Source: an optimization exercise on an open RTL-to-GDS flow (aim: small area and a short achievable clock period). Production flows keep margins and buffers that such runs may drop. Function was not checked in any run shown here: the RTL went through the layout flow alone. Power and IR drop assume default switching activity.

==> design/flow/design.v <==
module mult_top(
    input clk,
    input  [15:0] x,
    input  [15:0] y,
    output [31:0] p_out
    );
    wire [2:0] on0, tw0, ng0;
    genvar g;
    generate for (g = 0; g < 3; g = g + 1) begin : benc
        wire b2 = x[11+2*g], b1 = x[10+2*g], b0 = x[9+2*g];
        assign on0[g] = b1 ^ b0;
        assign tw0[g] = (b2 ^ b1) & ~(b1 ^ b0);
        assign ng0[g] = b2 & ~(b1 & b0);           
    end endgenerate
    wire sx0 = x[9];
    wire [9:0] ax = x[9:0] ^ {10{sx0}};
    wire l3 = ax[8], l2 = ax[7], l1 = ax[6], l0 = |ax[5:0];
    wire h80 = l3, h70 = ~l3 & l2, h60 = ~l3 & ~l2 & l1, h00 = ~l3 & ~l2 & ~l1 & l0;
    wire [8:0] x20 = {ax[8] & ~h80, ax[7] & ~h70, ax[6] & ~h60, ax[5:1], ax[0] & ~h00};
    wire ps = x[9] ^ y[15];
    wire [15:0] ya = y ^ {16{y[15]}};
    wire zy = ~(ya[14] | ya[13] | ya[12]);
    wire [9:0] xs = zy ? 10'd0 : ({1'b0, x20} ^ {10{ps}});
    wire [12:0] oa0 = ya[14] ? {xs[9], xs, 2'b0} : ya[13] ? {{2{xs[9]}}, xs, 1'b0} : {{3{xs[9]}}, xs};
    reg [15:0] y1; reg [2:0] on, tw, ng; reg sx, h8, h7, h6, h0; reg [12:0] oa1;
    always @(posedge clk) begin
        y1 <= y; on <= on0; tw <= tw0; ng <= ng0;
        sx <= sx0; h8 <= h80; h7 <= h70; h6 <= h60; h0 <= h00; oa1 <= oa0;
    end
    wire b0_0 = (y1[0]&on[0])^ng[0];
    wire b0_1 = ((y1[1]&on[0])|(y1[0]&tw[0]))^ng[0];
    wire b0_2 = ((y1[2]&on[0])|(y1[1]&tw[0]))^ng[0];
    wire b0_3 = ((y1[3]&on[0])|(y1[2]&tw[0]))^ng[0];
    wire b0_4 = ((y1[4]&on[0])|(y1[3]&tw[0]))^ng[0];
    wire b0_5 = ((y1[5]&on[0])|(y1[4]&tw[0]))^ng[0];
    wire b0_6 = ((y1[6]&on[0])|(y1[5]&tw[0]))^ng[0];
    wire b0_7 = ((y1[7]&on[0])|(y1[6]&tw[0]))^ng[0];
    wire b0_8 = ((y1[8]&on[0])|(y1[7]&tw[0]))^ng[0];
    wire b0_9 = ((y1[9]&on[0])|(y1[8]&tw[0]))^ng[0];
    wire b0_10 = ((y1[10]&on[0])|(y1[9]&tw[0]))^ng[0];
    wire b0_11 = ((y1[11]&on[0])|(y1[10]&tw[0]))^ng[0];
    wire b0_12 = ((y1[12]&on[0])|(y1[11]&tw[0]))^ng[0];
    wire b0_13 = ((y1[13]&on[0])|(y1[12]&tw[0]))^ng[0];
    wire b0_14 = ((y1[14]&on[0])|(y1[13]&tw[0]))^ng[0];
    wire b0_15 = ((y1[15]&on[0])|(y1[14]&tw[0]))^ng[0];
    wire b0_16 = ~((y1[15]^ng[0])&(on[0]|tw[0]));
    wire b1_0 = (y1[0]&on[1])^ng[1];
    wire b1_1 = ((y1[1]&on[1])|(y1[0]&tw[1]))^ng[1];
    wire b1_2 = ((y1[2]&on[1])|(y1[1]&tw[1]))^ng[1];
    wire b1_3 = ((y1[3]&on[1])|(y1[2]&tw[1]))^ng[1];
    wire b1_4 = ((y1[4]&on[1])|(y1[3]&tw[1]))^ng[1];
    wire b1_5 = ((y1[5]&on[1])|(y1[4]&tw[1]))^ng[1];
    wire b1_6 = ((y1[6]&on[1])|(y1[5]&tw[1]))^ng[1];
    wire b1_7 = ((y1[7]&on[1])|(y1[6]&tw[1]))^ng[1];
    wire b1_8 = ((y1[8]&on[1])|(y1[7]&tw[1]))^ng[1];
    wire b1_9 = ((y1[9]&on[1])|(y1[8]&tw[1]))^ng[1];
    wire b1_10 = ((y1[10]&on[1])|(y1[9]&tw[1]))^ng[1];
    wire b1_11 = ((y1[11]&on[1])|(y1[10]&tw[1]))^ng[1];
    wire b1_12 = ((y1[12]&on[1])|(y1[11]&tw[1]))^ng[1];
    wire b1_13 = ((y1[13]&on[1])|(y1[12]&tw[1]))^ng[1];
    wire b1_14 = ((y1[14]&on[1])|(y1[13]&tw[1]))^ng[1];
    wire b1_15 = ((y1[15]&on[1])|(y1[14]&tw[1]))^ng[1];
    wire b1_16 = ~((y1[15]^ng[1])&(on[1]|tw[1]));
    wire b2_0 = (y1[0]&on[2])^ng[2];
    wire b2_1 = ((y1[1]&on[2])|(y1[0]&tw[2]))^ng[2];
    wire b2_2 = ((y1[2]&on[2])|(y1[1]&tw[2]))^ng[2];
    wire b2_3 = ((y1[3]&on[2])|(y1[2]&tw[2]))^ng[2];
    wire b2_4 = ((y1[4]&on[2])|(y1[3]&tw[2]))^ng[2];
    wire b2_5 = ((y1[5]&on[2])|(y1[4]&tw[2]))^ng[2];
    wire b2_6 = ((y1[6]&on[2])|(y1[5]&tw[2]))^ng[2];
    wire b2_7 = ((y1[7]&on[2])|(y1[6]&tw[2]))^ng[2];
    wire b2_8 = ((y1[8]&on[2])|(y1[7]&tw[2]))^ng[2];
    wire b2_9 = ((y1[9]&on[2])|(y1[8]&tw[2]))^ng[2];
    wire b2_10 = ((y1[10]&on[2])|(y1[9]&tw[2]))^ng[2];
    wire b2_11 = ((y1[11]&on[2])|(y1[10]&tw[2]))^ng[2];
    wire b2_12 = ((y1[12]&on[2])|(y1[11]&tw[2]))^ng[2];
    wire b2_13 = ((y1[13]&on[2])|(y1[12]&tw[2]))^ng[2];
    wire b2_14 = ((y1[14]&on[2])|(y1[13]&tw[2]))^ng[2];
    wire b2_15 = ((y1[15]&on[2])|(y1[14]&tw[2]))^ng[2];
    wire b2_16 = ~((y1[15]^ng[2])&(on[2]|tw[2]));
    wire [15:0] ys = y1 ^ {16{sx}};
    wire [24:0] ob = ({25{h0}} & {{9{ys[15]}},ys}) | ({25{h6}} & {{3{ys[15]}},ys,6'b0}) | ({25{h7}} & {{2{ys[15]}},ys,7'b0}) | ({25{h8}} & {ys[15],ys,8'b0});
    wire ob24n = ~ob[24];
    wire oa12n = ~oa1[12];
    wire q1 = ng[1]^oa1[0];
    wire q2 = ng[1]&oa1[0];
    wire q3 = oa1[1]^ob[13];
    wire q4 = oa1[1]&ob[13];
    wire q5 = ng[2]^oa1[2]^ob[14];
    wire q6 = (ng[2]&oa1[2])|(ng[2]&ob[14])|(oa1[2]&ob[14]);
    wire q7 = b0_4^b1_2;
    wire q8 = b0_4&b1_2;
    wire q9 = oa1[3]^ob[15]^b0_5;
    wire q10 = (oa1[3]&ob[15])|(oa1[3]&b0_5)|(ob[15]&b0_5);
    wire q11 = b1_3^b2_1;
    wire q12 = b1_3&b2_1;
    wire q13 = oa1[4]^ob[16]^b0_6;
    wire q14 = (oa1[4]&ob[16])|(oa1[4]&b0_6)|(ob[16]&b0_6);
    wire q15 = b1_4^b2_2;
    wire q16 = b1_4&b2_2;
    wire q17 = oa1[5]^ob[17]^b0_7;
    wire q18 = (oa1[5]&ob[17])|(oa1[5]&b0_7)|(ob[17]&b0_7);
    wire q19 = b1_5^b2_3;
    wire q20 = b1_5&b2_3;
    wire q21 = oa1[6]^ob[18]^b0_8;
    wire q22 = (oa1[6]&ob[18])|(oa1[6]&b0_8)|(ob[18]&b0_8);
    wire q23 = b1_6^b2_4;
    wire q24 = b1_6&b2_4;
    wire q25 = oa1[7]^ob[19]^b0_9;
    wire q26 = (oa1[7]&ob[19])|(oa1[7]&b0_9)|(ob[19]&b0_9);
    wire q27 = b1_7^b2_5;
    wire q28 = b1_7&b2_5;
    wire q29 = oa1[8]^ob[20]^b0_10;
    wire q30 = (oa1[8]&ob[20])|(oa1[8]&b0_10)|(ob[20]&b0_10);
    wire q31 = b1_8^b2_6;
    wire q32 = b1_8&b2_6;
    wire q33 = oa1[9]^ob[21]^b0_11;
    wire q34 = (oa1[9]&ob[21])|(oa1[9]&b0_11)|(ob[21]&b0_11);
    wire q35 = b1_9^b2_7;
    wire q36 = b1_9&b2_7;
    wire q37 = oa1[10]^ob[22]^b0_12;
    wire q38 = (oa1[10]&ob[22])|(oa1[10]&b0_12)|(ob[22]&b0_12);
    wire q39 = b1_10^b2_8;
    wire q40 = b1_10&b2_8;
    wire q41 = oa1[11]^ob[23]^b0_13;
    wire q42 = (oa1[11]&ob[23])|(oa1[11]&b0_13)|(ob[23]&b0_13);
    wire q43 = b1_11^b2_9;
    wire q44 = b1_11&b2_9;
    wire q45 = oa12n^ob24n^b0_14;
    wire q46 = (oa12n&ob24n)|(oa12n&b0_14)|(ob24n&b0_14);
    wire q47 = b1_12^b2_10;
    wire q48 = b1_12&b2_10;
    wire q49 = 1'b1^b0_15^b1_13;
    wire q50 = (1'b1&b0_15)|(1'b1&b1_13)|(b0_15&b1_13);
    wire q51 = q1^ob[12];
    wire q52 = q1&ob[12];
    wire q53 = q2^b0_3^b1_1;
    wire q54 = (q2&b0_3)|(q2&b1_1)|(b0_3&b1_1);
    wire q55 = b2_0^q4^q7;
    wire q56 = (b2_0&q4)|(b2_0&q7)|(q4&q7);
    wire q57 = q8^q11^q6;
    wire q58 = (q8&q11)|(q8&q6)|(q11&q6);
    wire q59 = q12^q15^q10;
    wire q60 = (q12&q15)|(q12&q10)|(q15&q10);
    wire q61 = q16^q19^q14;
    wire q62 = (q16&q19)|(q16&q14)|(q19&q14);
    wire q63 = q20^q23^q18;
    wire q64 = (q20&q23)|(q20&q18)|(q23&q18);
    wire q65 = q24^q27^q22;
    wire q66 = (q24&q27)|(q24&q22)|(q27&q22);
    wire q67 = q28^q31^q26;
    wire q68 = (q28&q31)|(q28&q26)|(q31&q26);
    wire q69 = q32^q35^q30;
    wire q70 = (q32&q35)|(q32&q30)|(q35&q30);
    wire q71 = q36^q39^q34;
    wire q72 = (q36&q39)|(q36&q34)|(q39&q34);
    wire q73 = q40^q43^q38;
    wire q74 = (q40&q43)|(q40&q38)|(q43&q38);
    wire q75 = q44^q47^q42;
    wire q76 = (q44&q47)|(q44&q42)|(q47&q42);
    wire q77 = b2_11^q48^q46;
    wire q78 = (b2_11&q48)|(b2_11&q46)|(q48&q46);
    wire q79 = b0_16^b1_14^b2_12;
    wire q80 = (b0_16&b1_14)|(b0_16&b2_12)|(b1_14&b2_12);
    wire q81 = 1'b1^b1_15;
    wire q82 = 1'b1&b1_15;
    wire q83 = ng[0]^ob[10];
    wire q84 = ng[0]&ob[10];
    wire q85 = ob[11]^b0_1;
    wire q86 = ob[11]&b0_1;
    wire q87 = b0_2^b1_0^q51;
    wire q88 = (b0_2&b1_0)|(b0_2&q51)|(b1_0&q51);
    wire q89 = q52^q3^q53;
    wire q90 = (q52&q3)|(q52&q53)|(q3&q53);
    wire q91 = q5^q54^q55;
    wire q92 = (q5&q54)|(q5&q55)|(q54&q55);
    wire q93 = q9^q56^q57;
    wire q94 = (q9&q56)|(q9&q57)|(q56&q57);
    wire q95 = q13^q58^q59;
    wire q96 = (q13&q58)|(q13&q59)|(q58&q59);
    wire q97 = q17^q60^q61;
    wire q98 = (q17&q60)|(q17&q61)|(q60&q61);
    wire q99 = q21^q62^q63;
    wire q100 = (q21&q62)|(q21&q63)|(q62&q63);
    wire q101 = q25^q64^q65;
    wire q102 = (q25&q64)|(q25&q65)|(q64&q65);
    wire q103 = q29^q66^q67;
    wire q104 = (q29&q66)|(q29&q67)|(q66&q67);
    wire q105 = q33^q68^q69;
    wire q106 = (q33&q68)|(q33&q69)|(q68&q69);
    wire q107 = q37^q70^q71;
    wire q108 = (q37&q70)|(q37&q71)|(q70&q71);
    wire q109 = q41^q72^q73;
    wire q110 = (q41&q72)|(q41&q73)|(q72&q73);
    wire q111 = q45^q74^q75;
    wire q112 = (q45&q74)|(q45&q75)|(q74&q75);
    wire q113 = q49^q76^q77;
    wire q114 = (q49&q76)|(q49&q77)|(q76&q77);
    wire q115 = q50^q79^q78;
    wire q116 = (q50&q79)|(q50&q78)|(q79&q78);
    wire q117 = b2_13^q81^q80;
    wire q118 = (b2_13&q81)|(b2_13&q80)|(q81&q80);
    wire q119 = b1_16^b2_14^q82;
    wire q120 = (b1_16&b2_14)|(b1_16&q82)|(b2_14&q82);
    wire q121 = 1'b1^b2_15;
    wire q122 = 1'b1&b2_15;
    wire [31:0] ra = {1'b1,b2_16,q121,q119,q117,q115,q113,q111,q109,q107,q105,q103,q101,q99,q97,q95,q93,q91,q89,q87,q85,q83,ob[9],ob[8],ob[7],ob[6],ob[5],ob[4],ob[3],ob[2],ob[1],ob[0]};
    wire [31:0] rb = {1'b0,q122,q120,q118,q116,q114,q112,q110,q108,q106,q104,q102,q100,q98,q96,q94,q92,q90,q88,q86,q84,b0_0,1'b0,1'b0,1'b0,1'b0,1'b0,1'b0,1'b0,1'b0,1'b0,1'b0};
    wire [16:0] lo = ra[15:0] + rb[15:0];
    wire [15:0] gg = ra[31:16] & rb[31:16];    
    wire [15:0] pp = ra[31:16] ^ rb[31:16];    
    reg [15:0] r2lo; reg r2c; reg [15:0] r2g, r2p;
    always @(posedge clk) begin
        r2lo <= lo[15:0]; r2c <= lo[16]; r2g <= gg; r2p <= pp;
    end
    wire [15:0] cy;
    ks16 pfx(.g({r2g[14:0], r2c}), .p({r2p[14:0], 1'b0}), .c(cy));
    assign p_out = {r2p ^ cy, r2lo};
endmodule
module ks16(input [15:0] g, input [15:0] p, output [15:0] c);
    wire [15:0] gl [0:4];
    wire [15:0] pl [0:4];
    assign gl[0] = g;
    assign pl[0] = p;
    genvar l, i;
    generate for (l = 0; l < 4; l = l + 1) begin : lv
        for (i = 0; i < 16; i = i + 1) begin : bt
            if (i >= (1 << l)) begin : op
                assign gl[l+1][i] = gl[l][i] | (pl[l][i] & gl[l][i - (1 << l)]);
                assign pl[l+1][i] = pl[l][i] & pl[l][i - (1 << l)];
            end else begin : pass
                assign gl[l+1][i] = gl[l][i];
                assign pl[l+1][i] = pl[l][i];
            end
        end
    end endgenerate
    assign c = gl[4];
endmodule
==> design/flow/flow/run.sh <==
#!/bin/bash
# The standard layout; the only change is the port buffer cell (buf_1 instead of the default).
set -euo pipefail
export BUFFER_PORTS_ARGS="-buffer_cell sky130_fd_sc_hd__buf_1"
bash standard.sh > standard.log 2>&1
==> design/flow/standard.sh <==
#!/bin/bash
# synth_recipe.tcl (not shown) runs the flow's synth.tcl, then flattens the netlist and writes it again
# the make line also repeats each setting of config.mk as NAME=value (left out here)
make -C /OpenROAD-flow-scripts/flow DESIGN_CONFIG=/design/flow/config.mk WORK_HOME=/design/flow/orfs CLKGATE_MAP_FILE= SYNTH_SCRIPT=/design/flow/synth_recipe.tcl "${@:-finish}"
==> design/flow/config.mk <==
export PLATFORM = sky130hd
export DESIGN_NAME = mult_top
export DESIGN_NICKNAME = mult_top
export VERILOG_FILES = /design/flow/design.v
export SDC_FILE = /design/flow/constraint.sdc
export NUM_CORES = 4
export LEC_CHECK = 0
export CAP_MARGIN = 20
export CORE_MARGIN = 2
export CORE_UTILIZATION = 60
export SETUP_SLACK_MARGIN = 1.75
export SLEW_MARGIN = 20
==> design/flow/constraint.sdc <==
create_clock -name core_clock -period 5.0 [get_ports {clk}]
set_input_delay 1.0000 -clock core_clock [delete_from_list [all_inputs] [get_ports {clk}]]
set_output_delay 1.0000 -clock core_clock [all_outputs]
set_load 0.01 [all_outputs]
==> summary.md, run 1 <==
| Metric | Value |
|---|---|
| Detailed-route wire length | around 15 mm |
| Pin count of the biggest net entering global routing | 32 |
| Post-synth EDFFs | 0 |
| Main synth FF type | dfxtp_1 |
| Status | timing/DRC/antenna clean |
| Max-cap viol count | 0 |
| Tcrit/Tclk final | 0.625 |
| Final design instance area without fill | 6960 um^2 |
| Root buffer cell | clkbuf_8 |
| Final setup vio count | 0 |
| Layout Nets | around 850 |
| Die Span Y | 108 um |
| Yosys warns | 2 |
| Fmax | roughly 320 MHz |
| Drt wl/cell | 16.8 um |
| Worst-Skew Late Latency | 0.38 ns |
| N_diodes | 0 |
| First-pass GRT wire length | 24.5 mm |
| Arr. time, crit path | 3.39 ns |
| Min cycle time layout | 3.12 ns |
| CP max-delay cell | fa_1 |
| Net count after synthesis | 823 |
| Setup TNS | 0 ns |
| Core region area | 10400 um^2 |
| DRT Pass-1 Iters | 5 |
| Remaining Overflow, GRT | 0 |
| RSZ-0062 raised after global routing | yes |
| Ports | 65 |
| DR iter-0 viols | 426 |
| Die Span X | 108 um |
| Syn Inst Count | 705 |
| Sequential fraction of the synthesis area | 0.273 |
| Synth-to-layout area growth | 7.89% |
| Clock transition at the registers of the reported paths | 0.10 ns |
| Ys async rst share | 0 |
| Max IR drop VDD | 0.345 mV |
| Layout cells sized above 1 | 0.118 |
| Number of port buffers | 64 |
| Via density | roughly 5.9 |
| CP Capture Type | register |
| Most frequent cell after synthesis | dfxtp_1 |
| CP Launch Type | register |
| Mapped Area | ~6500 um^2 |
| Yosys reg bits | 88 |
| Hold-fix buffers, CTS | 0 |
| Rows | 37 |
| CP bufs+invs | 3 |
| CP delay by family, top | adder cells |
| Area post-placement | 6610 um^2 |
| Critical Path Max Stage Delay | between 0.4 and 0.5 ns |
| Yosys top cell by area | dfxtp_1 |
| Initial antenna violation count | 0 |
| Antenna Nets Post-Route | 0 |
| P_leak | 2.99 nW |
| Overall Global Routing Usage | 0.271 |
| Die ar. | ~12000 um^2 |
| Share of the synthesized area in the top cell type | 0.273 |
| Kind of critical path | reg -> reg |
| Power Total | 3.28 mW |
| Clock Sinks | 88 |
| Measured slew at the worst slew-check pin | between 0.8 and 0.9 ns |
| Syn avg cell area | 9.15 um^2 |
| Via count | 5162 |
| H-tree Lvls | 3 |
| Sequence of cells on the critical path | buf_4, a221o_1, a221o_1, fa_2, fa_1, inv_1, fa_1, inv_1, ha_1 |
| Power density cells | 471 nW/um^2 |
| Clock Skew | 0.0159 ns |
| Slew Limit Fails | 0 |
| Hold Path Class | reg -> reg |
| Clock tree buffer depth | 2 |
| Synth top area cells | dfxtp_1 (27%), fa_1 (13%), ha_1 (8.1%), xnor2_1 (6.8%), a22oi_1 (6.3%) |
| Rel. slew slack | 0.406 |
| Total CTS buffers | 9 |
| Min Hold Slack | ~0.65 ns |
| Post-synth top cells | dfxtp_1 (88), inv_1 (82), a22oi_1 (54), xnor2_1 (50), fa_1 (43) |
| Vias in the first global route | 5038 |
| GP Congestion | 0.975 |
| Yosys cell types | 55 |
| CTS tree | done |
| Critical Path RT | about 5.3 ns |
| Crit Path Max Fanout | 14 |
| Final number of hold-violating endpoints | 0 |
| Hpwl dp | 11.1 mm |
| # DRC | 0 |
| Fill cell count | 890 |
| Initial Utilization | 0.622 |
==> cell families after synthesis <==
group                    synth area share
AO/OA/AOI/OAI                       0.233
flip-flops                          0.273
multiplexers                      0.00640
buffers and inverters              0.0892
adder cells (fa/ha/maj)             0.217
AND/OR/NAND/NOR                    0.0665
XOR/XNOR                            0.115
==> state kept, by name, indices dropped and copies added (netlist names) <==
| signal | count |
|---|---|
| h0 | 1 |
| r2lo | 16 |
| tw | 3 |
| h6 | 1 |
| ng | 3 |
| h7 | 1 |
| on | 3 |
| r2c | 1 |
| h8 | 1 |
| r2g | 15 |
| oa1 | 11 |
| y1 | 16 |
| sx | 1 |
| r2p | 15 |
==> power breakdown <==
part / internal (mW) / switching (mW) / total [mW]
Combinational: 0.762 / 0.934 / 1.70
Sequential: 0.899 / 0.217 / 1.12
Clock: 0.190 / 0.274 / 0.464
==> placed cells by master, fill, tap and decap left out, drive strengths merged, types with 17 or more instances in the layout <==
cell type,count
nand2,28
o21ai,46
a221oi,17
a21oi,25
xnor2,50
inv,84
a22oi,54
xor2,35
buf,79
ha,42
nor2,20
fa,43
dfxtp,88
==> worst paths after layout <==
check	startpoint	end	slack [ns]	depth (start not counted)
max	h8	r2p[2]	1.88	9
min	h0	r2lo[2]	0.65	2
max reg2reg	h8	r2p[2]	1.88	9
min reg2reg	h0	r2lo[2]	0.65	2
==> area by class of cell <==
class | count | area [um^2] | share of cell area
clock buffer | 9 | 124 | 0.0178
tap | 136 | 170 | 0.0244
timing repair buffer | 80 | 362 | 0.0519
multi-input combinational | 472 | 4120 | 0.592
sequential | 88 | 1800 | 0.259
inverter | 83 | 317 | 0.0455
clock inverter | 7 | 63.8 | 0.00917
==> worst reg2reg max path: stages, from the launching register on <==
cell	delay [ns]
dfxtp_4	0.37
buf_4	0.18
a221o_1	0.37
a221o_1	0.37
fa_2	0.38
fa_1	0.49
inv_1	0.05
fa_1	0.47
inv_1	0.04
ha_1	0.27
==> through the flow <==
| step | util | setup slack (ns) | cells |
|---|---|---|---|
| global placement | 0.637 | 1.25 | 844 |
| finish | 0.671 | 1.88 | 875 |
| floorplan | - | 1.88 | 705 |
| detailed placement | 0.637 | 1.15 | 844 |
| CTS | 0.661 | 1.76 | 864 |
| global route | 0.671 | 1.74 | 875 |
==> metal layers <==
metal | GRT usage | vias to the layer above | wire length [um]
met5 | 0 | - | 0
met4 | 0.0861 | 0 | 245
met3 | 0.0539 | 19 | 922
met2 | 0.461 | 168 | 7260
met1 | 0.345 | 2487 | 6290
li1 | - | 2488 | -
==> repair_timing <==
action | 4_1_cts | 5_1_grt
endpoints found under the setup margin | 27 | 10
gates resized for setup | 17 | 18
setup buffers | 4 | 11
==> inputs of run 2 (changes only) <==
--- a/design/flow/design.v
+++ b/design/flow/design.v
@@ -220,19 +220,82 @@
 module ks16(input [15:0] g, input [15:0] p, output [15:0] c);
-    wire [15:0] gl [0:4];
-    wire [15:0] pl [0:4];
-    assign gl[0] = g;
-    assign pl[0] = p;
-    genvar l, i;
-    generate for (l = 0; l < 4; l = l + 1) begin : lv
-        for (i = 0; i < 16; i = i + 1) begin : bt
-            if (i >= (1 << l)) begin : op
-                assign gl[l+1][i] = gl[l][i] | (pl[l][i] & gl[l][i - (1 << l)]);
-                assign pl[l+1][i] = pl[l][i] & pl[l][i - (1 << l)];
-            end else begin : pass
-                assign gl[l+1][i] = gl[l][i];
-                assign pl[l+1][i] = pl[l][i];
-            end
-        end
-    end endgenerate
-    assign c = gl[4];
+    wire hg1 = g[1] | (p[1] & g[0]);
+    wire hp1 = p[1] & p[0];
+    wire hg2 = g[3] | (p[3] & g[2]);
+    wire hp2 = p[3] & p[2];
+    wire hg3 = g[5] | (p[5] & g[4]);
+    wire hp3 = p[5] & p[4];
+    wire hg4 = g[7] | (p[7] & g[6]);
+    wire hp4 = p[7] & p[6];
+    wire hg5 = g[9] | (p[9] & g[8]);
+    wire hp5 = p[9] & p[8];
+    wire hg6 = g[11] | (p[11] & g[10]);
+    wire hp6 = p[11] & p[10];
+    wire hg7 = g[13] | (p[13] & g[12]);
+    wire hp7 = p[13] & p[12];
+    wire hg8 = g[15] | (p[15] & g[14]);
+    wire hp8 = p[15] & p[14];
+    wire hg9 = hg2 | (hp2 & hg1);
+    wire hp9 = hp2 & hp1;
+    wire hg10 = hg3 | (hp3 & hg2);
+    wire hp10 = hp3 & hp2;
+    wire hg11 = hg4 | (hp4 & hg3);
+    wire hp11 = hp4 & hp3;
+    wire hg12 = hg5 | (hp5 & hg4);
+    wire hp12 = hp5 & hp4;
+    wire hg13 = hg6 | (hp6 & hg5);
+    wire hp13 = hp6 & hp5;
+    wire hg14 = hg7 | (hp7 & hg6);
+    wire hp14 = hp7 & hp6;
+    wire hg15 = hg8 | (hp8 & hg7);
+    wire hp15 = hp8 & hp7;
+    wire hg16 = hg10 | (hp10 & hg1);
+    wire hp16 = hp10 & hp1;
+    wire hg17 = hg11 | (hp11 & hg9);
+    wire hp17 = hp11 & hp9;
+    wire hg18 = hg12 | (hp12 & hg10);
+    wire hp18 = hp12 & hp10;
+    wire hg19 = hg13 | (hp13 & hg11);
+    wire hp19 = hp13 & hp11;
+    wire hg20 = hg14 | (hp14 & hg12);
+    wire hp20 = hp14 & hp12;
+    wire hg21 = hg15 | (hp15 & hg13);
+    wire hp21 = hp15 & hp13;
+    wire hg22 = hg18 | (hp18 & hg1);
+    wire hp22 = hp18 & hp1;
+    wire hg23 = hg19 | (hp19 & hg9);
+    wire hp23 = hp19 & hp9;
+    wire hg24 = hg20 | (hp20 & hg16);
+    wire hp24 = hp20 & hp16;
+    wire hg25 = hg21 | (hp21 & hg17);
+    wire hp25 = hp21 & hp17;
+    wire hg26 = g[2] | (p[2] & hg1);
+    wire hp26 = p[2] & hp1;
+    wire hg27 = g[4] | (p[4] & hg9);
+    wire hp27 = p[4] & hp9;
+    wire hg28 = g[6] | (p[6] & hg16);
+    wire hp28 = p[6] & hp16;
+    wire hg29 = g[8] | (p[8] & hg17);
+    wire hp29 = p[8] & hp17;
+    wire hg30 = g[10] | (p[10] & hg22);
+    wire hp30 = p[10] & hp22;
+    wire hg31 = g[12] | (p[12] & hg23);
+    wire hp31 = p[12] & hp23;
+    wire hg32 = g[14] | (p[14] & hg24);
+    wire hp32 = p[14] & hp24;
+    assign c[0] = g[0];
+    assign c[1] = hg1;
+    assign c[2] = hg26;
+    assign c[3] = hg9;
+    assign c[4] = hg27;
+    assign c[5] = hg16;
+    assign c[6] = hg28;
+    assign c[7] = hg17;
+    assign c[8] = hg29;
+    assign c[9] = hg22;
+    assign c[10] = hg30;
+    assign c[11] = hg23;
+    assign c[12] = hg31;
+    assign c[13] = hg24;
+    assign c[14] = hg32;
+    assign c[15] = hg25;
 endmodule
==> summary.md, run 2 <==
| Metric | Value |
|---|---|
| Status | timing/DRC/antenna clean |
| Vias in the first global route | 4480 (-11%) |
| CTS tree | done |
| Layout Nets | 822 (-3.5%) |
| DRT Pass-1 Iters | 5 (unchanged) |
| Max-cap viol count | 0 (unchanged) |
| Yosys warns | 1 (-1) |
| Max IR drop VDD | 0.323 mV (-6.5%) |
| Root buffer cell | clkbuf_8 |
| CP Capture Type | output pin |
| Yosys top cell by area | dfxtp_1 |
| Most common cell after layout, fill and taps aside | inv_1 |
| Rows | 37 (unchanged) |
| Share of the synthesized area in the top cell type | 0.281 (+0.00807) |
| Most frequent cells in the layout | inv_1 (79), dfxtp_1 (65), buf_1 (61), xnor2_1 (54), a22oi_1 (54) |
| Main synth FF type | dfxtp_1 |
| Power density cells | 474 nW/um^2 (+0.73%) |
| Sequential fraction of the synthesis area | 0.281 (+0.00807) |
| Mapped Area | 6270 um^2 (-2.9%) |
| Antenna Nets Post-Route | 0 (unchanged) |
| Post-synth EDFFs | 0 (unchanged) |
| Setup TNS | 0 ns (unchanged) |
| Die Span X | 106 um (-1.4%) |
| Fill cell count | 832 (-6.5%) |
| Tcrit/Tclk final | 0.652 (+0.0272) |
| Yosys reg bits | 88 (unchanged) |
| CP delay by family, top | compound AO/OA/AOI/OAI gates |
| Yosys cell types | 49 (-11%) |
| Overall Global Routing Usage | 0.254 (-0.0168) |
| Syn avg cell area | 9.38 um^2 (+2.5%) |
| Ys async rst share | 0 (unchanged) |
| Initial Utilization | 0.613 (-0.00965) |
| Kind of critical path | reg -> out |
| DR iter-0 viols | 537 (+26%) |
| Syn Inst Count | 668 (-5.2%) |
| Leading registers by flop count | r2lo (16), y1 (16) |
| RSZ-0062 raised after global routing | yes |
| Final number of hold-violating endpoints | 0 (unchanged) |
| Fmax | 307 MHz (-4.2%) |
| H-tree Lvls | 3 (unchanged) |
| Hpwl dp | 10.4 mm (-6.5%) |
| Layout cells sized above 1 | 0.120 (+0.00193) |
| Power Total | 3.26 mW (-0.52%) |
| Critical Path RT | 4.00 ns (-1.26 ns) |
| P_leak | 2.95 nW (-1.3%) |
| Rel. slew slack | 0.426 (+0.0203) |
| Clock Sinks | 88 (unchanged) |
| Clock transition at the registers of the reported paths | 0.10 ns (about the same) |
| CP max-delay cell | dfxtp_2 |
| Clock tree buffer depth | 2 (unchanged) |
| Via density | 5.86 (-0.62%) |
| Remaining Overflow, GRT | 0 (unchanged) |
| Synth top area cells | dfxtp_1 (28%), fa_1 (14%), ha_1 (9.8%), xnor2_1 (7.5%), a22oi_1 (6.5%) |
| N_diodes | 0 (unchanged) |
| Hold Path Class | reg -> reg |
| GP Congestion | 0.893 (-8.4%) |
| Sequential Area | 1800 um^2 (-0.21%) |
| Total CTS buffers | 9 (unchanged) |
| Number of port buffers | 64 (unchanged) |
| Multi-input gate area in the final layout | 4020 um^2 (-2.4%) |
| Measured slew at the worst slew-check pin | 0.861 ns (-0.0304 ns) |
| Core region area | 10200 um^2 (-1.3%) |
| Arr. time, crit path | 2.26 ns (-1.13 ns) |
| Sequence of cells on the critical path | ha_2, o211ai_1, a21oi_2, o21ai_4, a32oi_2, ha_2, nor2_2, xnor2_1, buf_2 |
| Slew Limit Fails | 0 (unchanged) |
| Worst-Skew Late Latency | 0.39 ns (about the same) |
| Final setup vio count | 0 (unchanged) |
| Pin count of the biggest net entering global routing | 32 (unchanged) |
| Hold-fix buffers, CTS | 0 (unchanged) |
| # DRC | 0 (unchanged) |
| Critical Path Max Stage Delay | 0.33 ns (-0.16 ns) |
| CP Launch Type | register |
| Post-synth top cells | dfxtp_1 (88), inv_1 (81), a22oi_1 (54), xnor2_1 (54), ha_1 (49) |
| CP bufs+invs | 1 (-2) |
| Crit Path Max Fanout | 4 (-10) |
| Min cycle time layout | 3.26 ns (+0.136 ns) |
| First-pass GRT wire length | 22.4 mm (-8.6%) |
| Detailed-route wire length | 14.0 mm (-5.1%) |
| Die Span Y | 106 um (-1.4%) |
| Net count after synthesis | 793 (-3.6%) |
| Ports | 65 (unchanged) |
| Synth-to-layout area growth | 9.70% |
| Initial antenna violation count | 0 (unchanged) |
| Drt wl/cell | 16.7 um (-0.92%) |
| Setup slack, reg-to-reg | 1.84 ns (-0.04 ns) |
| Most frequent cell after synthesis | dfxtp_1 |
| Via count | 4913 (-4.8%) |
| Die ar. | 11300 um^2 (-2.8%) |
| Clock Skew | 0.0210 ns (+0.00518 ns) |
| Worst path most repeated cell | ha_2 |
[run 2: cell count changes after synthesis, sizes merged, moves of 5 or more]
cell    change
o21ai      -20
buf         -8
clkbuf      +7
ha          +7
nor2        +6
xor2        -5
[run 2: routing by layer]
metal  GRT usage  wire length [um]  vias to the layer above
li1            -                 -                     2345
met1       0.354              6540                     2368
met2       0.403              6350                      176
met3      0.0435               800                       24
met4      0.0818               268                        0
met5           0                 0                        -
[run 2: layout make-up]
class,instances,area share
sequential,88,0.262
clock inverter,7,0.0127
tap,136,0.0247
multi-input combinational,438,0.585
timing repair buffer,79,0.0524
clock buffer,9,0.0180
inverter,81,0.0453
[run 2: report_power, final]
part           internal (mW)  total [mW]  switching (mW)
clock network          0.244       0.532           0.288
registers              0.900        1.07           0.172
logic                  0.751        1.66           0.905
[run 2: what timing repair did]
| item | CTS | global route |
|---|---|---|
| resized for setup | 21 | 30 |
| setup buffers | 8 | 5 |
| pin swaps | 8 | 14 |
| setup endpoints to repair | 32 | 25 |
[run 2: worst register-to-register path, cell delays in order, from the launching register on]
cell        delay, ns
dfxtp_4          0.48
clkinvlp_4       0.14
o221a_2          0.28
o21ai_0          0.22
fa_1             0.23
inv_1            0.07
fa_1             0.51
fa_1             0.54
inv_1            0.04
ha_1             0.32
a21oi_1          0.13
o21ai_0          0.09
[run 2: per-stage QoR]
stage | hold WS (ns) | std cells | util | instance area [um^2] | setup slack [ns]
6_report | 0.604 | 838 | 0.672 | 6880 | 1.74
5_1_grt | 0.618 | 838 | 0.672 | 6880 | 1.64
4_1_cts | 0.633 | 833 | 0.660 | 6760 | 1.67
3_5_place_dp | 0.765 | 809 | 0.630 | 6440 | 1.35
3_3_place_gp | 0.766 | 809 | 0.630 | 6440 | 1.41
2_1_floorplan | 0.570 | 668 | - | 6270 | 1.80
[run 2: cells by family (layout without fill, tap and decap cells)]
family,count (synthesis),count (layout),synth area share
AOI/OAI and AO/OA,174,174,0.205
xor gates and xnor gates,84,84,0.117
adders and majority gates,93,93,0.237
buffers and inverters,142,176,0.0884
DFF,88,88,0.281
muxes,6,6,0.00958
and+or+nand+nor,81,81,0.0617
[run 2: final timing paths]
| check | endpoint | cells past startpoint | start |
|---|---|---|---|
| setup / recovery | p_out[28] | 9 | r2c |
| hold / removal | r2lo[3] | 1 | h0 |
| setup reg to reg | r2c | 11 | h6 |
| hold reg to reg | r2lo[3] | 1 | h0 |
==> inputs of run 3 (changes only) <==
--- a/design/flow/design.v
+++ b/design/flow/design.v
@@ -208,14 +208,14 @@
     wire [31:0] rb = {1'b0,q122,q120,q118,q116,q114,q112,q110,q108,q106,q104,q102,q100,q98,q96,q94,q92,q90,q88,q86,q84,b0_0,1'b0,1'b0,1'b0,1'b0,1'b0,1'b0,1'b0,1'b0,1'b0,1'b0};
-    wire [16:0] lo = ra[15:0] + rb[15:0];
-    wire [15:0] gg = ra[31:16] & rb[31:16];    
-    wire [15:0] pp = ra[31:16] ^ rb[31:16];    
-    reg [15:0] r2lo; reg r2c; reg [15:0] r2g, r2p;
+    wire [14:0] lo = ra[13:0] + rb[13:0];
+    wire [17:0] gg = ra[31:14] & rb[31:14];    
+    wire [17:0] pp = ra[31:14] ^ rb[31:14];    
+    reg [13:0] r2lo; reg r2c; reg [17:0] r2g, r2p;
     always @(posedge clk) begin
-        r2lo <= lo[15:0]; r2c <= lo[16]; r2g <= gg; r2p <= pp;
+        r2lo <= lo[13:0]; r2c <= lo[14]; r2g <= gg; r2p <= pp;
     end
-    wire [15:0] cy;
-    ks16 pfx(.g({r2g[14:0], r2c}), .p({r2p[14:0], 1'b0}), .c(cy));
+    wire [17:0] cy;
+    ks18 pfx(.g({r2g[16:0], r2c}), .p({r2p[16:0], 1'b0}), .c(cy));
     assign p_out = {r2p ^ cy, r2lo};
 endmodule
-module ks16(input [15:0] g, input [15:0] p, output [15:0] c);
+module ks18(input [17:0] g, input [17:0] p, output [17:0] c);
     wire hg1 = g[1] | (p[1] & g[0]);
@@ -236,66 +236,80 @@
     wire hp8 = p[15] & p[14];
-    wire hg9 = hg2 | (hp2 & hg1);
-    wire hp9 = hp2 & hp1;
-    wire hg10 = hg3 | (hp3 & hg2);
-    wire hp10 = hp3 & hp2;
-    wire hg11 = hg4 | (hp4 & hg3);
-    wire hp11 = hp4 & hp3;
-    wire hg12 = hg5 | (hp5 & hg4);
-    wire hp12 = hp5 & hp4;
-    wire hg13 = hg6 | (hp6 & hg5);
-    wire hp13 = hp6 & hp5;
-    wire hg14 = hg7 | (hp7 & hg6);
-    wire hp14 = hp7 & hp6;
-    wire hg15 = hg8 | (hp8 & hg7);
-    wire hp15 = hp8 & hp7;
-    wire hg16 = hg10 | (hp10 & hg1);
-    wire hp16 = hp10 & hp1;
-    wire hg17 = hg11 | (hp11 & hg9);
-    wire hp17 = hp11 & hp9;
-    wire hg18 = hg12 | (hp12 & hg10);
-    wire hp18 = hp12 & hp10;
-    wire hg19 = hg13 | (hp13 & hg11);
-    wire hp19 = hp13 & hp11;
-    wire hg20 = hg14 | (hp14 & hg12);
-    wire hp20 = hp14 & hp12;
-    wire hg21 = hg15 | (hp15 & hg13);
-    wire hp21 = hp15 & hp13;
-    wire hg22 = hg18 | (hp18 & hg1);
-    wire hp22 = hp18 & hp1;
-    wire hg23 = hg19 | (hp19 & hg9);
-    wire hp23 = hp19 & hp9;
-    wire hg24 = hg20 | (hp20 & hg16);
-    wire hp24 = hp20 & hp16;
-    wire hg25 = hg21 | (hp21 & hg17);
-    wire hp25 = hp21 & hp17;
-    wire hg26 = g[2] | (p[2] & hg1);
-    wire hp26 = p[2] & hp1;
-    wire hg27 = g[4] | (p[4] & hg9);
-    wire hp27 = p[4] & hp9;
-    wire hg28 = g[6] | (p[6] & hg16);
-    wire hp28 = p[6] & hp16;
-    wire hg29 = g[8] | (p[8] & hg17);
-    wire hp29 = p[8] & hp17;
-    wire hg30 = g[10] | (p[10] & hg22);
-    wire hp30 = p[10] & hp22;
-    wire hg31 = g[12] | (p[12] & hg23);
-    wire hp31 = p[12] & hp23;
-    wire hg32 = g[14] | (p[14] & hg24);
-    wire hp32 = p[14] & hp24;
+    wire hg9 = g[17] | (p[17] & g[16]);
+    wire hp9 = p[17] & p[16];
+    wire hg10 = hg2 | (hp2 & hg1);
+    wire hp10 = hp2 & hp1;
+    wire hg11 = hg3 | (hp3 & hg2);
+    wire hp11 = hp3 & hp2;
+    wire hg12 = hg4 | (hp4 & hg3);
+    wire hp12 = hp4 & hp3;
+    wire hg13 = hg5 | (hp5 & hg4);
+    wire hp13 = hp5 & hp4;
+    wire hg14 = hg6 | (hp6 & hg5);
+    wire hp14 = hp6 & hp5;
+    wire hg15 = hg7 | (hp7 & hg6);
+    wire hp15 = hp7 & hp6;
+    wire hg16 = hg8 | (hp8 & hg7);
+    wire hp16 = hp8 & hp7;
+    wire hg17 = hg9 | (hp9 & hg8);
+    wire hp17 = hp9 & hp8;
+    wire hg18 = hg11 | (hp11 & hg1);
+    wire hp18 = hp11 & hp1;
+    wire hg19 = hg12 | (hp12 & hg10);
+    wire hp19 = hp12 & hp10;
+    wire hg20 = hg13 | (hp13 & hg11);
+    wire hp20 = hp13 & hp11;
+    wire hg21 = hg14 | (hp14 & hg12);
+    wire hp21 = hp14 & hp12;
+    wire hg22 = hg15 | (hp15 & hg13);
+    wire hp22 = hp15 & hp13;
+    wire hg23 = hg16 | (hp16 & hg14);
+    wire hp23 = hp16 & hp14;
+    wire hg24 = hg17 | (hp17 & hg15);
+    wire hp24 = hp17 & hp15;
+    wire hg25 = hg20 | (hp20 & hg1);
+    wire hp25 = hp20 & hp1;
+    wire hg26 = hg21 | (hp21 & hg10);
+    wire hp26 = hp21 & hp10;
+    wire hg27 = hg22 | (hp22 & hg18);
+    wire hp27 = hp22 & hp18;
+    wire hg28 = hg23 | (hp23 & hg19);
+    wire hp28 = hp23 & hp19;
+    wire hg29 = hg24 | (hp24 & hg20);
+    wire hp29 = hp24 & hp20;
+    wire hg30 = hg29 | (hp29 & hg1);
+    wire hp30 = hp29 & hp1;
+    wire hg31 = g[2] | (p[2] & hg1);
+    wire hp31 = p[2] & hp1;
+    wire hg32 = g[4] | (p[4] & hg10);
+    wire hp32 = p[4] & hp10;
+    wire hg33 = g[6] | (p[6] & hg18);
+    wire hp33 = p[6] & hp18;
+    wire hg34 = g[8] | (p[8] & hg19);
+    wire hp34 = p[8] & hp19;
+    wire hg35 = g[10] | (p[10] & hg25);
+    wire hp35 = p[10] & hp25;
+    wire hg36 = g[12] | (p[12] & hg26);
+    wire hp36 = p[12] & hp26;
+    wire hg37 = g[14] | (p[14] & hg27);
+    wire hp37 = p[14] & hp27;
+    wire hg38 = g[16] | (p[16] & hg28);
+    wire hp38 = p[16] & hp28;
     assign c[0] = g[0];
     assign c[1] = hg1;
-    assign c[2] = hg26;
-    assign c[3] = hg9;
-    assign c[4] = hg27;
-    assign c[5] = hg16;
-    assign c[6] = hg28;
-    assign c[7] = hg17;
-    assign c[8] = hg29;
-    assign c[9] = hg22;
-    assign c[10] = hg30;
-    assign c[11] = hg23;
-    assign c[12] = hg31;
-    assign c[13] = hg24;
-    assign c[14] = hg32;
-    assign c[15] = hg25;
+    assign c[2] = hg31;
+    assign c[3] = hg10;
+    assign c[4] = hg32;
+    assign c[5] = hg18;
+    assign c[6] = hg33;
+    assign c[7] = hg19;
+    assign c[8] = hg34;
+    assign c[9] = hg25;
+    assign c[10] = hg35;
+    assign c[11] = hg26;
+    assign c[12] = hg36;
+    assign c[13] = hg27;
+    assign c[14] = hg37;
+    assign c[15] = hg28;
+    assign c[16] = hg38;
+    assign c[17] = hg30;
 endmodule
==> summary.md, run 3 <==
| Metric | Value |
|---|---|
| Status | timing/DRC/antenna clean |
| Kind of critical path | reg -> out |
| Ports | 65 (unchanged) |
| Measured slew at the worst slew-check pin | 0.899 ns (+0.0380 ns) |
| Sequential fraction of the synthesis area | 0.297 (+0.0154) |
| Leading registers by flop count | r2g (17), r2p (17), y1 (16) |
| Gr busiest metal | met2 |
| Pin count of the biggest net entering global routing | 31 (-3.1%) |
| Share of the synthesized area in the top cell type | 0.297 (+0.0154) |
| Worst path most repeated cell | ha_4 |
| Mapped Area | 6080 um^2 (-3.1%) |
| WHS Endpoint | y1[5] |
| Reg2Reg Launch Point | sx |
| WP depth | 10 (+1) |
| Post-synth EDFFs | 0 (unchanged) |
| Main synth FF type | dfxtp_1 |
| Met3 usage | 0.0499 (+0.00637) |
| N_diodes | 0 (unchanged) |
| Most frequent cells in the layout | dfxtp_1 (81), inv_1 (63), buf_1 (58), a22oi_1 (55), xnor2_1 (50) |
| Net count after synthesis | 762 (-3.9%) |
| Fmax | 305 MHz (-0.68%) |
| Yosys warns | 1 (unchanged) |
| GP Congestion | 0.887 (-0.64%) |
| Critical Path Max Stage Delay | 0.34 ns (about the same) |
| Layout Nets | 785 (-4.5%) |
| Clock tree buffer depth | 2 (unchanged) |
| Critical Path RT | 4.00 ns (about the same) |
| Max-cap viol count | 0 (unchanged) |
| Overall Global Routing Usage | 0.248 (-0.00553) |
| Min Hold Slack | 0.716 ns (+0.112 ns) |
| Hold Startpoint | y[5] |
| Antenna Nets Post-Route | 0 (unchanged) |
| Met1 GRT Util | 0.316 (-0.0375) |
| Rows | 36 (-2.7%) |
| Syn avg cell area | 9.55 um^2 (+1.8%) |
| Most frequent cell after synthesis | dfxtp_1 |
| Final setup vio count | 0 (unchanged) |
| DRT Pass-1 Iters | 7 (+2) |
| RSZ-0062 raised after global routing | yes |
| Core region area | 9820 um^2 (-4.0%) |
| Synth top area cells | dfxtp_1 (30%), fa_1 (14%), ha_1 (10%), xnor2_1 (7.2%), a22oi_1 (6.8%) |
| Drt wl/cell | 16.6 um (-0.62%) |
| Min cycle time layout | 3.28 ns (+0.0222 ns) |
| Total CTS buffers | 9 (unchanged) |
| CP delay by family, top | compound AO/OA/AOI/OAI gates |
| Yosys cell types | 52 (+6.1%) |
| Syn Inst Count | 636 (-4.8%) |
| Detailed-route wire length | 13.2 mm (-5.5%) |
| Critical Path Source | r2p[0] |
| Initial Utilization | 0.619 (+0.00618) |
| Clock Sinks | 90 (+2.3%) |
| Number of port buffers | 64 (unchanged) |
| Die Span X | 105 um (-1.5%) |
| Remaining Overflow, GRT | 0 (unchanged) |
| Hold Path Cell Cnt | 1 (unchanged) |
| Yosys top cell by area | dfxtp_1 |
| CTS tree | done |
| CP Capture Type | output pin |
| Initial antenna violation count | 0 (unchanged) |
| Via count | 4606 (-6.2%) |
| Via density | 5.78 (-1.4%) |
| # DRC | 0 (unchanged) |
| Sequence of cells on the critical path | ha_4, o211ai_1, nand2_1, a31o_4, a21o_1, a21o_2, ha_4, nor2_4, xnor2_1, buf_2 |
| Most common cell after layout, fill and taps aside | dfxtp_1 |
| CP bufs+invs | 1 (unchanged) |
| Vias in the first global route | 4404 (-1.7%) |
| Setup slack, reg-to-reg | 1.88 ns (+0.04 ns) |
| Worst-Skew Late Latency | 0.37 ns (-0.02 ns) |
| Synth-to-layout area growth | 8.15% |
| Final design instance area without fill | 6570 um^2 (-4.4%) |
| Arr. time, crit path | 2.28 ns (+0.02 ns) |
| Reg2Reg Depth | 9 (-2) |
| Power density cells | 485 nW/um^2 (+2.3%) |
| Pre-CTS setup slack | 1.21 ns (-0.138 ns) |
| DR iter-0 viols | 229 (-57%) |
| Area post-placement | 6250 um^2 (-3.0%) |
| Rel. slew slack | 0.401 (-0.0253) |
| Capturing point of the worst reg2reg path | r2p[9] |
| Setup TNS | 0 ns (unchanged) |
| Final core occ | 0.669 (-0.00279) |
| CP Launch Type | register |
| Ys async rst share | 0 (unchanged) |
| First-pass GRT wire length | 21.6 mm (-3.8%) |
| Die ar. | 10900 um^2 (-2.9%) |
| P_leak | 2.84 nW (-4.0%) |
| Yosys reg bits | 90 (+2.3%) |
| Max IR drop VDD | 0.275 mV (-15%) |
| Crit Path Max Fanout | 4 (unchanged) |
| Tcrit/Tclk final | 0.656 (+0.00444) |
| Root buffer cell | clkbuf_8 |
| Hold-fix buffers, CTS | 0 (unchanged) |
| Worst Slack Setup Final | 1.72 ns (-0.0222 ns) |
| CP max-delay cell | dfxtp_2 |
| Clock transition at the registers of the reported paths | 0.09 ns (about the same) |
| Slew Limit Fails | 0 (unchanged) |
| Met2 Track Usage GR | 0.411 (+0.00791) |
| Hold Path Class | in -> reg |
| H-tree Lvls | 3 (unchanged) |
| Clock Skew | 0.0103 ns (-0.0107 ns) |
| Die Span Y | 105 um (-1.5%) |
| Layout cells sized above 1 | 0.0858 (-0.0338) |
| Final number of hold-violating endpoints | 0 (unchanged) |
| Hpwl dp | 10.1 mm (-3.1%) |
| Post-synth top cells | dfxtp_1 (90), inv_1 (63), a22oi_1 (55), ha_1 (50), xnor2_1 (50) |
## run 3: what timing repair did
| action | 4_1_cts | 5_1_grt |
|---|---|---|
| resized for setup | 14 | 22 |
| hold endpoints to repair | 0 | 0 |
| buffers inserted | 2 | 0 |
| endpoints found under the setup margin | 39 | 14 |
| pin swaps | 9 | 12 |
## run 3: cell type report
type | instances | area (um^2)
fill | 854 | 3250
tap | 133 | 166
inverter | 65 | 244
timing repair buffer | 67 | 270
clock buffer | 10 | 138
clock inverter | 6 | 71.3
sequential | 90 | 1820
multi-input combinational | 426 | 3870
## run 3: worst max path at each step
stage,end
global placement,r2p[1]
detailed placement,r2p[1]
global route,p_out[22]
finish,p_out[22]
floorplan,r2p[11]
CTS,p_out[22]
## run 3: cells by family after synthesis
group | synth area share
AO/OA/AOI/OAI | 0.173
multiplexers | 0.00185
flip-flops | 0.297
XOR/XNOR | 0.123
AND/OR/NAND/NOR | 0.0791
buffers and inverters | 0.0801
adder cells (fa/ha/maj) | 0.246
## run 3: per-stage QoR
step / power (mW) / cells
2_1_floorplan: 2.17 / 636
3_3_place_gp: 2.53 / 779
3_5_place_dp: 2.61 / 779
4_1_cts: 3.17 / 797
5_1_grt: 3.50 / 797
6_report: 3.19 / 797
## run 3: metal layers
| layer | up-vias | wire length, um |
|---|---|---|
| met1 | 2193 | 5700 |
| met5 | - | 0 |
| met3 | 30 | 735 |
| li1 | 2204 | - |
| met4 | 0 | 397 |
| met2 | 179 | 6370 |
## run 3: worst reg2reg max path, stage by stage, from the launching register on
cell and delay, ns:
dfxtp_4 0.55, xor2_1 0.29, o21ai_0 0.20, nand2_1 0.11
a21oi_1 0.05, fa_1 0.44, fa_1 0.54, inv_1 0.06
fa_1 0.55, ha_1 0.22
## run 3: power breakdown
group          leakage, nW  switching (mW)  internal, mW
Clock               0.0995           0.259         0.249
Combinational         1.98           0.842         0.736
Sequential           0.754           0.184         0.917
Total                 2.84            1.28          1.90
==> inputs of run 4 (changes only) <==
--- a/design/flow/config.mk
+++ b/design/flow/config.mk
@@ -10,3 +10,3 @@
 export CORE_UTILIZATION = 60
-export SETUP_SLACK_MARGIN = 1.75
+export SETUP_SLACK_MARGIN = 2.0
 export SLEW_MARGIN = 20
==> summary.md, run 4 <==
| Metric | Value |
|---|---|
| Layout cells sized above 1 | 0.162 (+0.0764) |
| Setup slack, reg-to-reg | 2.05 ns (+0.17 ns) |
| GP Congestion | 0.887 (unchanged) |
| Worst-Skew Late Latency | 0.37 ns (about the same) |
| DRT Pass-1 Iters | 5 (-2) |
| Complex-gate fraction of the synthesized area | 0.173 (unchanged) |
| Post-synthesis mux area share | 0.00185 (unchanged) |
| First-pass GRT wire length | 21.9 mm (+1.4%) |
| Hpwl dp | 10.1 mm (unchanged) |
| Detailed-route wire length | 13.6 mm (+2.8%) |
| Syn avg cell area | 9.55 um^2 (unchanged) |
| Power density cells | 484 nW/um^2 (-0.11%) |
| Rel. slew slack | 0.394 (-0.00715) |
| Sw frac | 0.398 (-0.00527) |
| Hold Startpoint | h0 |
| P_sw | 1.33 mW (+3.9%) |
| Kind of critical path | reg -> out |
| Remaining Overflow, GRT | 0 (unchanged) |
| Ys async rst share | 0 (unchanged) |
| Area post-placement | 6250 um^2 (unchanged) |
| Leading registers by flop count | r2g (17), r2p (17), y1 (16) |
| Via count | 4616 (+0.22%) |
| DR iter-0 viols | 294 (+28%) |
| Net count after synthesis | 762 (unchanged) |
| Layout Nets | 793 (+1.0%) |
| Dpl cells | 779 (unchanged) |
| Root buffer cell | clkbuf_8 |
| Power Total | 3.35 mW (+5.3%) |
| Setup TNS | 0 ns (unchanged) |
| Pin count of the biggest net entering global routing | 31 (unchanged) |
| Sequential share of power | 0.331 (-0.015) |
| Reg2Reg Launch Point | sx |
| Vias in the first global route | 4444 (+0.91%) |
| Mapped Area | 6080 um^2 (unchanged) |
| RSZ-0062 raised after global routing | yes |
| Min cycle time layout | 3.30 ns (+0.0225 ns) |
| CP Launch Type | register |
| N_diodes | 0 (unchanged) |
| Met2 Track Usage GR | 0.422 (+0.0103) |
| CP Capture Type | output pin |
| Largest family of logic cells by synthesized area | adder cells |
| Gr busiest metal | met2 |
| Yosys cell types | 52 (unchanged) |
| Rows | 36 (unchanged) |
| Most frequent cells in the layout | dfxtp_1 (63), inv_1 (62), a22oi_1 (55), buf_1 (51), xnor2_1 (50) |
| Post-synth top cells | dfxtp_1 (90), inv_1 (63), a22oi_1 (55), ha_1 (50), xnor2_1 (50) |
| Power share of the clock group | 0.152 (-0.007) |
| Ports | 65 (unchanged) |
| Final design instance area without fill | 6930 um^2 (+5.4%) |
| Share of total power in combinational logic | 0.517 (+0.022) |
| Synth top area cells | dfxtp_1 (30%), fa_1 (14%), ha_1 (10%), xnor2_1 (7.2%), a22oi_1 (6.8%) |
| Fmax | 303 MHz (-0.68%) |
| H-tree Lvls | 3 (unchanged) |
| Tcrit/Tclk final | 0.661 (+0.00450) |
| Syn Inst Count | 636 (unchanged) |
| Slew Limit Fails | 0 (unchanged) |
| Critical Path Source | r2p[0] |
| Die ar. | 10900 um^2 (unchanged) |
| Via density | 5.73 (-0.78%) |
| XOR/XNOR share of the synthesized area | 0.123 (unchanged) |
| Crit Path Max Fanout | 4 (unchanged) |
| Clock tree buffer depth | 2 (unchanged) |
| Total CTS buffers | 9 (unchanged) |
| Post-Synth Adder-Cell Area | 0.246 (unchanged) |
| Yosys reg bits | 90 (unchanged) |
| P_leak | 2.95 nW (+3.9%) |
| Clock Sinks | 90 (unchanged) |
| Capturing point of the worst reg2reg path | r2p[5] |
| Core region area | 9820 um^2 (unchanged) |
| Post-synth EDFFs | 0 (unchanged) |
| WHS Endpoint | r2lo[3] |
| Met3 usage | 0.0518 (+0.00187) |
| Most frequent cell after synthesis | dfxtp_1 |
| Clock transition at the registers of the reported paths | 0.09 ns (about the same) |
| Clock Skew | 0.0105 ns (+0.000143 ns) |
| Drt wl/cell | 16.9 um (+1.8%) |
| Met1 GRT Util | 0.316 (about the same) |
| Final core occ | 0.705 (+0.0361) |
| Main synth FF type | dfxtp_1 |
| Internal power | 2.02 mW (+6.2%) |
| Max-cap viol count | 0 (unchanged) |
| Hold Path Cell Cnt | 1 (unchanged) |
| Die Span Y | 105 um (unchanged) |
| Max IR drop VDD | 0.333 mV (+21%) |
| Yosys top cell by area | dfxtp_1 |
| Number of port buffers | 64 (unchanged) |
| Final setup vio count | 0 (unchanged) |
| Hold-fix buffers, CTS | 0 (unchanged) |
| Antenna Nets Post-Route | 0 (unchanged) |
| Reg2Reg Depth | 10 (+1) |
| # DRC | 0 (unchanged) |
| Arr. time, crit path | 2.30 ns (+0.02 ns) |
| Status | timing/DRC/antenna clean |
| Initial Utilization | 0.619 (unchanged) |
| Initial antenna violation count | 0 (unchanged) |
| Yosys warns | 1 (unchanged) |
| CTS tree | done |
| Overall Global Routing Usage | 0.252 (+0.00386) |
| Synth Area in Simple Gates | 0.0791 (unchanged) |
| Sequential fraction of the synthesis area | 0.297 (unchanged) |
| Hold Path Class | reg -> reg |
| Non-filler cells, final | 805 (+1.0%) |
| Measured slew at the worst slew-check pin | 0.909 ns (+0.0107 ns) |
| Share of the synthesized area in the top cell type | 0.297 (unchanged) |
| Die Span X | 105 um (unchanged) |
| Final number of hold-violating endpoints | 0 (unchanged) |
| Synth-to-layout area growth | 14.0% |
| Critical Path RT | 4.00 ns (about the same) |
| Most common cell after layout, fill and taps aside | dfxtp_1 |
[run 4: critical path, cell delays in order, from the launching register on]
cell and delay, ns:
dfxtp_2 0.34, ha_4 0.15, o211ai_1 0.14, nand2_1 0.12, a31o_4 0.29, a21o_1 0.16, a21o_2 0.21, ha_4 0.17
nor2_4 0.10, xnor2_1 0.11, buf_2 0.15
[run 4: worst max path at each step]
stage	end	slack, ns	depth (start not counted)
finish	p_out[22]	1.70	10
detailed placement	r2p[1]	1.21	10
floorplan	r2p[11]	2.05	9
global placement	r2p[1]	1.34	10
global route	p_out[22]	1.57	10
CTS	p_out[22]	1.70	10
[run 4: power by group through the flow]
stage,Combinational (mW),Clock (mW),Sequential (mW)
3_5_place_dp,1.51,0,1.10
2_1_floorplan,1.16,0,1.02
5_1_grt,1.99,0.559,1.13
4_1_cts,1.61,0.524,1.09
6_report,1.73,0.509,1.11
3_3_place_gp,1.44,0,1.09
[run 4: metal layers]
layer | up-vias | part of all wire | wire length [um]
met5 | - | 0 | 0
met4 | 0 | 0.028 | 384
met3 | 31 | 0.062 | 842
met2 | 181 | 0.49 | 6670
met1 | 2190 | 0.42 | 5680
li1 | 2214 | - | -
[run 4: area by class of cell]
cell class	instances	area [um^2]
multi-input cells	426	4070
fillers	814	2890
flip-flops and latches	90	1840
repair buffers	75	389
inverters	65	244
well taps	133	166
clock buffers	10	138
clock inverters	6	71.3
[run 4: repair_timing]
item,in CTS,in global routing
buffers inserted,3,7
resized for setup,45,56
hold endpoints to repair,0,0
pin swaps,13,19
setup endpoints to repair,43,32
[run 4: kinds of logic (layout without fill, tap and decap cells)]
family                     count (synthesis)  after routing
DFF                                       90             90
adders and majority gates                 94             94
buffers and inverters                    120            156
and+or+nand+nor                          100            100
AOI/OAI and AO/OA                        146            146
muxes                                      1              1
xor gates and xnor gates                  85             85
[run 4: per-stage QoR]
step | hold WS [ns] | setup WS, ns
2_1_floorplan | 0.564 | 2.05
4_1_cts | 0.640 | 1.70
6_report | 0.679 | 1.70
3_5_place_dp | 0.756 | 1.21
5_1_grt | 0.684 | 1.57
3_3_place_gp | 0.759 | 1.34

what the ideal ports hide:
The results above use ideal ports. As a check the final layouts listed here were re-extracted and re-timed, cells and wires unchanged.
Step 1 (the two cells are an assumption about what drives the block):
set clk [get_ports {clk}]
set_driving_cell -lib_cell sky130_fd_sc_hd__clkbuf_16 $clk
set_driving_cell -lib_cell sky130_fd_sc_hd__buf_2 [delete_from_list [all_inputs] $clk]
Step 2 moves the port delays by t, midway between the first and last clock arrival at a register: inputs arrive t later, outputs are due t later. That takes back most of the time a late clock gives input paths.
Slacks: ideal / step 1 / step 2; pairs: ideal / step 1.
run	t, ns	slack for setup (ns)	worst register clock-pin slew, ns	pins driven straight from the clock port
run 1	0.409	1.877 / 1.877 / 1.877	0.10 / 0.10	1
run 2	0.412	1.741 / 1.706 / 1.838	0.11 / 0.11	1
run 3	0.399	1.719 / 1.684 / 1.875	0.09 / 0.09	1
run 4	0.401	1.696 / 1.662 / 2.047	0.09 / 0.09	1
After both steps every run listed still meets setup and hold.
